What follows belongs to an exercise in optimizing a design on an open flow for small area; a production flow would make more cautious choices. Only simulation tests tie the RTL to the original design; equivalence was not proved. The clock input has no modelled driver; a real chip could not lean on it and would need a root buffer or a full tree. Power is estimated from default activity; no workload was simulated.

== build 14 ==
## ivi_top
module ivi_top(
	input        clk,
	input        rst_n,
	input        in_a,
	input        in_b,
	input  [3:0] read_byte,
	output [7:0] out
);
	reg  [8:0] tb;
	wire       tick  = (tb == 9'd434);
	wire       etick = (tb == 9'd118);
	wire [8:0] tb_sh = {tb[7:0], tb[8] ^ tb[3]};
	always @(posedge clk)
		if (!rst_n)
			tb <= 9'd313;
		else
			tb <= {tb_sh[8:3], tb_sh[2] & ~tick, tb_sh[1:0]};
	reg  [3:0] st;
	wire       clr_st = st[3] | (st[2] & st[1]);    
	wire       cap    = tick & (st == 4'd3);
	wire       cs;
	always @(posedge clk)
		if (!rst_n)
			st <= 4'd0;
		else if (st == 4'd0) begin
			if (etick & cs)
				st <= 4'd1;
		end
		else if (tick)
			st <= (st == 4'd9) ? 4'd0 : st + 4'd1;
	reg        a, b, sb;
	reg [24:0] n;
	wire       clr = ~rst_n | clr_st;
	always @(posedge clk) begin
		a  <= ~clr & (a | in_a);
		b  <= ~clr & (b | in_b);
		sb <= b & (sb | ~a);
	end
	wire hi  = &{n[24], n[22], n[21], n[20], n[19], n[18], n[16],
	             n[14], n[13], n[12], n[11]};
	wire ov  = hi & (n[6] | (sb & (&n[5:0])));
	wire dn  = hi & n[6] & n[1] & n[0];
	assign cs = (a & b) | dn;
	wire cnt_en = (a ^ b) & ~(b & in_a) & ~dn;
	wire [25:0] nc;
	assign nc[0] = cnt_en;
	genvar i;
	generate
		for (i = 0; i < 25; i = i + 1) begin : g_cnt
			assign nc[i+1] = nc[i] & n[i];
			always @(posedge clk)
				n[i] <= (a | b) & (n[i] ^ nc[i]);
		end
	endgenerate
	reg [24:0] m;
	reg        f, x;
	always @(posedge clk)
		if (cap)
			m <= n;
	always @(posedge clk)
		if (!rst_n) begin
			f <= 1'b1;
			x <= 1'b0;
		end
		else if (cap) begin
			f <= ov;
			x <= sb | ov;
		end
	wire [7:0] sel = ({8{read_byte[0]}} & m[7:0])   |
	                 ({8{read_byte[1]}} & m[15:8])  |
	                 ({8{read_byte[2]}} & m[23:16]) |
	                 ({8{read_byte[3]}} & {7'b0, m[24]});
	wire       rd_lo = read_byte[0] | read_byte[1] | read_byte[2];
	wire       inv   = x & (rd_lo | read_byte[3]);
	assign out[6:0] = (sel[6:0] & {7{~f}}) ^ {7{inv}};
	assign out[7]   = ((sel[7] & ~f) ^ (x & rd_lo)) | (read_byte[3] & x & ~f);
endmodule
Settings: LEC_CHECK=0, CAP_MARGIN=0, CORE_MARGIN=2, CORE_UTILIZATION=80, PLACE_DENSITY=0.85, SLEW_MARGIN=0; clock period 10.0 ns.
standard.sh (not shown) runs the stock make flow with config.mk's settings and CLKGATE_MAP_FILE= SYNTH_SCRIPT=/design/flow/synth_recipe.tcl, a recipe that flattens the netlist after the stock synthesis.
==> flow/flow/run.sh <==
#!/bin/bash
# Layout flow: the standard flow (standard.sh) with
#  - synthesis: the standard flow's synthesis script, but yosys's abc call runs
#    flow/abc_area.script (deepsyn + area-oriented mapping, no up-sizing) in place of
#    ORFS's speed script; everything else (synth -nofsm -noshare, flatten,
#    renaming) is the same, so the registers are the standard ones
#  - ports buffered with buf_1
#  - clock tree: flow/manual_cts.tcl (root clkbuf_2, 4 clkbuf_8 leaves)
#    instead of TritonCTS; old TritonCTS options, unused: -buf_list sky130_fd_sc_hd__clkbuf_4 -root_buf sky130_fd_sc_hd__clkbuf_4 -sink_clustering_size 25 -sink_clustering_max_diameter 200
# Each step writes its full output to its own log in this folder.
set -euo pipefail
W=$(pwd)
export MY_ABC_SCRIPT=$W/flow/abc_area.script
export BUFFER_PORTS_ARGS="-buffer_cell sky130_fd_sc_hd__buf_1"
export PRE_CTS_TCL=$W/flow/manual_cts.tcl
export CTS_ROOT_BUF=sky130_fd_sc_hd__clkbuf_2
export CTS_LEAF_BUF=sky130_fd_sc_hd__clkbuf_8
export CTS_LEAVES=4
export CTS_ARGS="-sink_clustering_enable -repair_clock_nets -dont_use_dummy_load -buf_list sky130_fd_sc_hd__clkbuf_4 -root_buf sky130_fd_sc_hd__clkbuf_4 -sink_clustering_size 25 -sink_clustering_max_diameter 200"
bash standard.sh SYNTH_SCRIPT=$W/flow/synth.tcl synth > synth.log 2>&1
bash standard.sh floorplan > floorplan.log 2>&1
bash standard.sh place > place.log 2>&1
bash standard.sh cts > cts.log 2>&1
bash standard.sh finish > finish.log 2>&1
==> flow/flow/abc_area.script <==
&get -n
&st
&deepsyn -T 60
&dch -f
&nf -a -R 1000
&put
topo
dnsize -c
==> flow/flow/manual_cts.tcl <==
# Manual two-level clock tree, used in place of TritonCTS (sourced as PRE_CTS_TCL):
# clk -> one root buffer -> CTS_LEAVES leaf buffers -> the flip-flops, the
# flip-flops split into groups by k-means on their placed locations.
proc manual_clock_tree {root_master leaf_master K} {
  set db [ord::get_db]
  set block [ord::get_db_block]
  set clknet [[$block findBTerm clk] getNet]
  set sinks {}
  foreach it [$clknet getITerms] {
    set bb [[$it getInst] getBBox]
    lappend sinks [list $it [expr {([$bb xMin] + [$bb xMax]) / 2.0}] [expr {([$bb yMin] + [$bb yMax]) / 2.0}]]
  }
  set n [llength $sinks]
  # k-means, deterministic start: sinks sorted by x then spread
  set sorted [lsort -real -index 1 $sinks]
  set cents {}
  for {set k 0} {$k < $K} {incr k} {
    set s [lindex $sorted [expr {int(($k + 0.5) * $n / $K)}]]
    lappend cents [list [lindex $s 1] [lindex $s 2]]
  }
  for {set iter 0} {$iter < 50} {incr iter} {
    set assign {}
    foreach s $sinks {
      set best -1; set bd 1e30
      for {set k 0} {$k < $K} {incr k} {
        set c [lindex $cents $k]
        set d [expr {abs([lindex $s 1] - [lindex $c 0]) + abs([lindex $s 2] - [lindex $c 1])}]
        if {$d < $bd} { set bd $d; set best $k }
      }
      lappend assign $best
    }
    set newc {}
    for {set k 0} {$k < $K} {incr k} {
      set sx 0; set sy 0; set m 0
      foreach s $sinks a $assign { if {$a == $k} { set sx [expr {$sx + [lindex $s 1]}]; set sy [expr {$sy + [lindex $s 2]}]; incr m } }
      if {$m > 0} { lappend newc [list [expr {$sx / $m}] [expr {$sy / $m}]] } else { lappend newc [lindex $cents $k] }
    }
    set cents $newc
  }
  set rnet [odb::dbNet_create $block clknet_0_clk]
  $rnet setSigType CLOCK
  set root [odb::dbInst_create $block [$db findMaster $root_master] clkbuf_0_clk]
  [$root findITerm A] connect $clknet
  [$root findITerm X] connect $rnet
  set rx 0; set ry 0
  for {set k 0} {$k < $K} {incr k} {
    set lnet [odb::dbNet_create $block clknet_1_${k}_clk]
    $lnet setSigType CLOCK
    set leaf [odb::dbInst_create $block [$db findMaster $leaf_master] clkbuf_1_${k}_clk]
    [$leaf findITerm A] connect $rnet
    [$leaf findITerm X] connect $lnet
    set c [lindex $cents $k]
    $leaf setLocation [expr {int([lindex $c 0])}] [expr {int([lindex $c 1])}]
    $leaf setPlacementStatus PLACED
    set rx [expr {$rx + [lindex $c 0]}]; set ry [expr {$ry + [lindex $c 1]}]
    set m 0
    foreach s $sinks a $assign { if {$a == $k} { [lindex $s 0] disconnect; [lindex $s 0] connect $lnet; incr m } }
    puts "leaf $k: $m sinks"
  }
  $root setLocation [expr {int($rx / $K)}] [expr {int($ry / $K)}]
  $root setPlacementStatus PLACED
}
rename clock_tree_synthesis tritoncts_clock_tree_synthesis
proc clock_tree_synthesis {args} {
  manual_clock_tree $::env(CTS_ROOT_BUF) $::env(CTS_LEAF_BUF) $::env(CTS_LEAVES)
  set_propagated_clock [all_clocks]
}
==> flow/flow/synth.tcl <==
proc synth {args} { yosys synth -nofsm -noshare {*}$args }
proc abc {args} {
  set i [lsearch -exact $args -script]
  if { $i >= 0 && [info exists ::env(MY_ABC_SCRIPT)] } { lset args [expr {$i+1}] $::env(MY_ABC_SCRIPT) }
  yosys abc {*}$args
}
source $::env(SCRIPTS_DIR)/synth.tcl
# left out here: clear keep_hierarchy, flatten, clean up, hide names made inside functions, write 1_2_yosys.v
> inputs changed (build 14 -> build 88)
- CAP_MARGIN changed from 0 to 20
- PLACE_DENSITY removed (was 0.85)
- SLEW_MARGIN changed from 0 to 20
- CORE_UTILIZATION changed from 80 to 65
--- a/flow/flow/run.sh
+++ b/flow/flow/run.sh
@@ -4,2 +4,3 @@
-#    flow/abc_area.script (deepsyn + area-oriented mapping, no up-sizing) in place of
-#    ORFS's speed script; everything else (synth -nofsm -noshare, flatten,
+#    flow/abc_area.script (deepsyn + area-oriented &nf mapping, no up-sizing) in place of
+#    ORFS's speed script, and no adder extraction (extract_fa) before it;
+#    everything else (synth -nofsm -noshare, flatten,
@@ -8 +9,2 @@
-#  - clock tree: flow/manual_cts.tcl (root clkbuf_2, 4 clkbuf_8 leaves)
+#  - clock tree: flow/manual_cts.tcl (4 clkbuf_8 leaves on the clock port,
+#    no root buffer)
@@ -16 +18 @@
-export CTS_ROOT_BUF=sky130_fd_sc_hd__clkbuf_2
+export CTS_ROOT_BUF=none
--- a/flow/flow/abc_area.script
+++ b/flow/flow/abc_area.script
@@ -5 +5 @@
-&nf -a -R 1000
+&nf -a -C 32 -F 8 -A 8 -R 1000
--- a/flow/flow/manual_cts.tcl
+++ b/flow/flow/manual_cts.tcl
@@ -2 +2 @@
-# clk -> one root buffer -> CTS_LEAVES leaf buffers -> the flip-flops, the
+# clk -> one root buffer (or none) -> CTS_LEAVES leaf buffers -> the flip-flops, the
@@ -40,5 +40,9 @@
-  set rnet [odb::dbNet_create $block clknet_0_clk]
-  $rnet setSigType CLOCK
-  set root [odb::dbInst_create $block [$db findMaster $root_master] clkbuf_0_clk]
-  [$root findITerm A] connect $clknet
-  [$root findITerm X] connect $rnet
+  if {$root_master eq "none"} {
+    set rnet $clknet
+  } else {
+    set rnet [odb::dbNet_create $block clknet_0_clk]
+    $rnet setSigType CLOCK
+    set root [odb::dbInst_create $block [$db findMaster $root_master] clkbuf_0_clk]
+    [$root findITerm A] connect $clknet
+    [$root findITerm X] connect $rnet
+  }
@@ -60,2 +64,4 @@
-  $root setLocation [expr {int($rx / $K)}] [expr {int($ry / $K)}]
-  $root setPlacementStatus PLACED
+  if {$root_master ne "none"} {
+    $root setLocation [expr {int($rx / $K)}] [expr {int($ry / $K)}]
+    $root setPlacementStatus PLACED
+  }
--- a/flow/flow/synth.tcl
+++ b/flow/flow/synth.tcl
@@ -6,0 +7,2 @@
+# no half/full-adder extraction: the counter's xor/and logic goes to abc
+proc extract_fa {args} { puts "extract_fa skipped" }
### Flow results
The worst setup path endpoint comes out n[23] in one run and n[24] in the other, namely in build 88 and build 14 respectively.
The flow did not stop early for build 88: all stages ran, and the layout cleared the timing, DRC and antenna checks.
Taking build 14 as the reference, in build 88 layout overhead on the synthesized area increased by 0.51 points relative to the old numbers, share of the clock period used by the worst path decreased by 8.3 points relative to the old numbers, proportion of power drawn by combinational gates decreased by 0.2 points relative to the old numbers, summed area of non-filler cells in the final layout decreased by about 6% relative to the old numbers, share of the final layout cell area in sequential cells increased by 3.9 points relative to the old numbers.
What build 23 does differently from build 88 at the input level:
--- a/flow/flow/run.sh
+++ b/flow/flow/run.sh
@@ -5,2 +5 @@
-#    ORFS's speed script, and no adder extraction (extract_fa) before it;
-#    everything else (synth -nofsm -noshare, flatten,
+#    ORFS's speed script; everything else (synth -nofsm -noshare, flatten,
--- a/flow/flow/synth.tcl
+++ b/flow/flow/synth.tcl
@@ -7,2 +6,0 @@
-# no half/full-adder extraction: the counter's xor/and logic goes to abc
-proc extract_fa {args} { puts "extract_fa skipped" }
[summary]
Build 23 closes out successfully: all stages finished, all timing, DRC and antenna checks passed.
In build 23 the met1 layer usage reported by global route turned out 2.8 points lower than in build 88.
Min overall routing resource usage across build 88 and build 23: build 23
Re number of DRC violations after detailed-routing iteration 0: build 88 and build 23 aren't equal, and the higher value belongs to build 88.
[build 23] number of multi-input combinational cells fell 12% relative to build 88
[compare] base=build 88 new=build 23: total power -about 0.55%, data arrival time at the worst-slack endpoint went up 0.89 ns.
Build 88 has lower multi-input gate share of the layout cell area than build 23.
Of build 88 and build 23, the lower area occupied by multi-input gates belongs to build 88.
Of build 88 and build 23, the run reporting the higher synthesized instance count was build 88.
The inputs of build 40 differ from those of build 23 as listed below.
--- a/flow/flow/run.sh
+++ b/flow/flow/run.sh
@@ -4 +4 @@
-#    flow/abc_area.script (deepsyn + area-oriented &nf mapping, no up-sizing) in place of
+#    flow/abc_area.script (deepsyn + area-oriented mapping, no up-sizing) in place of
@@ -8,2 +8 @@
-#  - clock tree: flow/manual_cts.tcl (4 clkbuf_8 leaves on the clock port,
-#    no root buffer)
+#  - clock tree: flow/manual_cts.tcl (root clkbuf_2, 4 clkbuf_8 leaves)
@@ -17 +16 @@
-export CTS_ROOT_BUF=none
+export CTS_ROOT_BUF=sky130_fd_sc_hd__clkbuf_2
==> flow/flow/abc_area.script <==
&get -n
&st
&deepsyn -T 60
&dch -f
&nf -a -R 1000
&put
topo
dnsize -c
--- a/flow/flow/manual_cts.tcl
+++ b/flow/flow/manual_cts.tcl
@@ -2 +2 @@
-# clk -> one root buffer (or none) -> CTS_LEAVES leaf buffers -> the flip-flops, the
+# clk -> one root buffer -> CTS_LEAVES leaf buffers -> the flip-flops, the
@@ -40,9 +40,5 @@
-  if {$root_master eq "none"} {
-    set rnet $clknet
-  } else {
-    set rnet [odb::dbNet_create $block clknet_0_clk]
-    $rnet setSigType CLOCK
-    set root [odb::dbInst_create $block [$db findMaster $root_master] clkbuf_0_clk]
-    [$root findITerm A] connect $clknet
-    [$root findITerm X] connect $rnet
-  }
+  set rnet [odb::dbNet_create $block clknet_0_clk]
+  $rnet setSigType CLOCK
+  set root [odb::dbInst_create $block [$db findMaster $root_master] clkbuf_0_clk]
+  [$root findITerm A] connect $clknet
+  [$root findITerm X] connect $rnet
@@ -64,4 +60,2 @@
-  if {$root_master ne "none"} {
-    $root setLocation [expr {int($rx / $K)}] [expr {int($ry / $K)}]
-    $root setPlacementStatus PLACED
-  }
+  $root setLocation [expr {int($rx / $K)}] [expr {int($ry / $K)}]
+  $root setPlacementStatus PLACED
Findings:
- Build 40 completed end to end with timing, DRC and antenna clean.
- Relative to build 23, the post-synthesis cell count of build 40 is higher by about 5%.
- Relative to build 23, the final critical path time including I/O delays and setup of build 40 is lower by 0.37 ns.
- In the flow results for build 23 and build 40, the switching fraction of total power is smaller on build 23.
- Pin slew with the least headroom to its limit ended up 0.073 ns lower on build 40 than on build 23.
- Diff build 23 -> build 40: amount of wire on met3 after detailed routing has decreased; data required time of the critical path has increased.
- On build 40: core utilization is 0.86 points higher than what build 23 gave.
- Build 40 vs build 23: areal power density over the cells up in build 40
- The final reports for build 40 and build 23 show net count after synthesis higher in the former.
- Diff build 23 and build 40: number of search-and-repair iterations in the first detailed-routing pass lower in build 40
In every run of this note, the design's own scripts or RTL, not TritonCTS, make the clock network.

[re-timing with driven ports]
How much do the figures lean on ideal ports? The routed layouts below were timed once more, with nothing changed but the port constraints. Step 1 sets driving cells, clkbuf_16 on the clock port and buf_2 on the other inputs (assumed; they add their load-dependent delay and slew). Step 2 adds t to the input delays and takes it off the output delays; t is the mean of the earliest and latest rising clock arrival at the registers after step 1. Input paths then give back, and output paths get back, about the clock's delay inside the block. Slacks: ideal ports / drivers / drivers and shift; pairs: ideal ports / drivers.
run	shift t [ns]	slack for setup (ns)	worst register clock-pin slew, ns	worst data-port slew with drivers (ns)	pins driven straight from the clock port
build 14	0.428	3.338 / 3.339 / 2.911	0.12 / 0.12	0.03	1
build 88	0.200	4.171 / 4.200 / 4.000	0.10 / 0.10	0.03	4
build 23	0.209	3.176 / 3.204 / 2.996	0.11 / 0.11	0.03	4
build 40	0.420	3.543 / 3.534 / 3.114	0.11 / 0.11	0.03	1
After both steps every run listed still meets setup and hold. The setup slack of build 40, which loses most, moves by -0.009 ns with the drivers and by -0.429 ns with both steps.
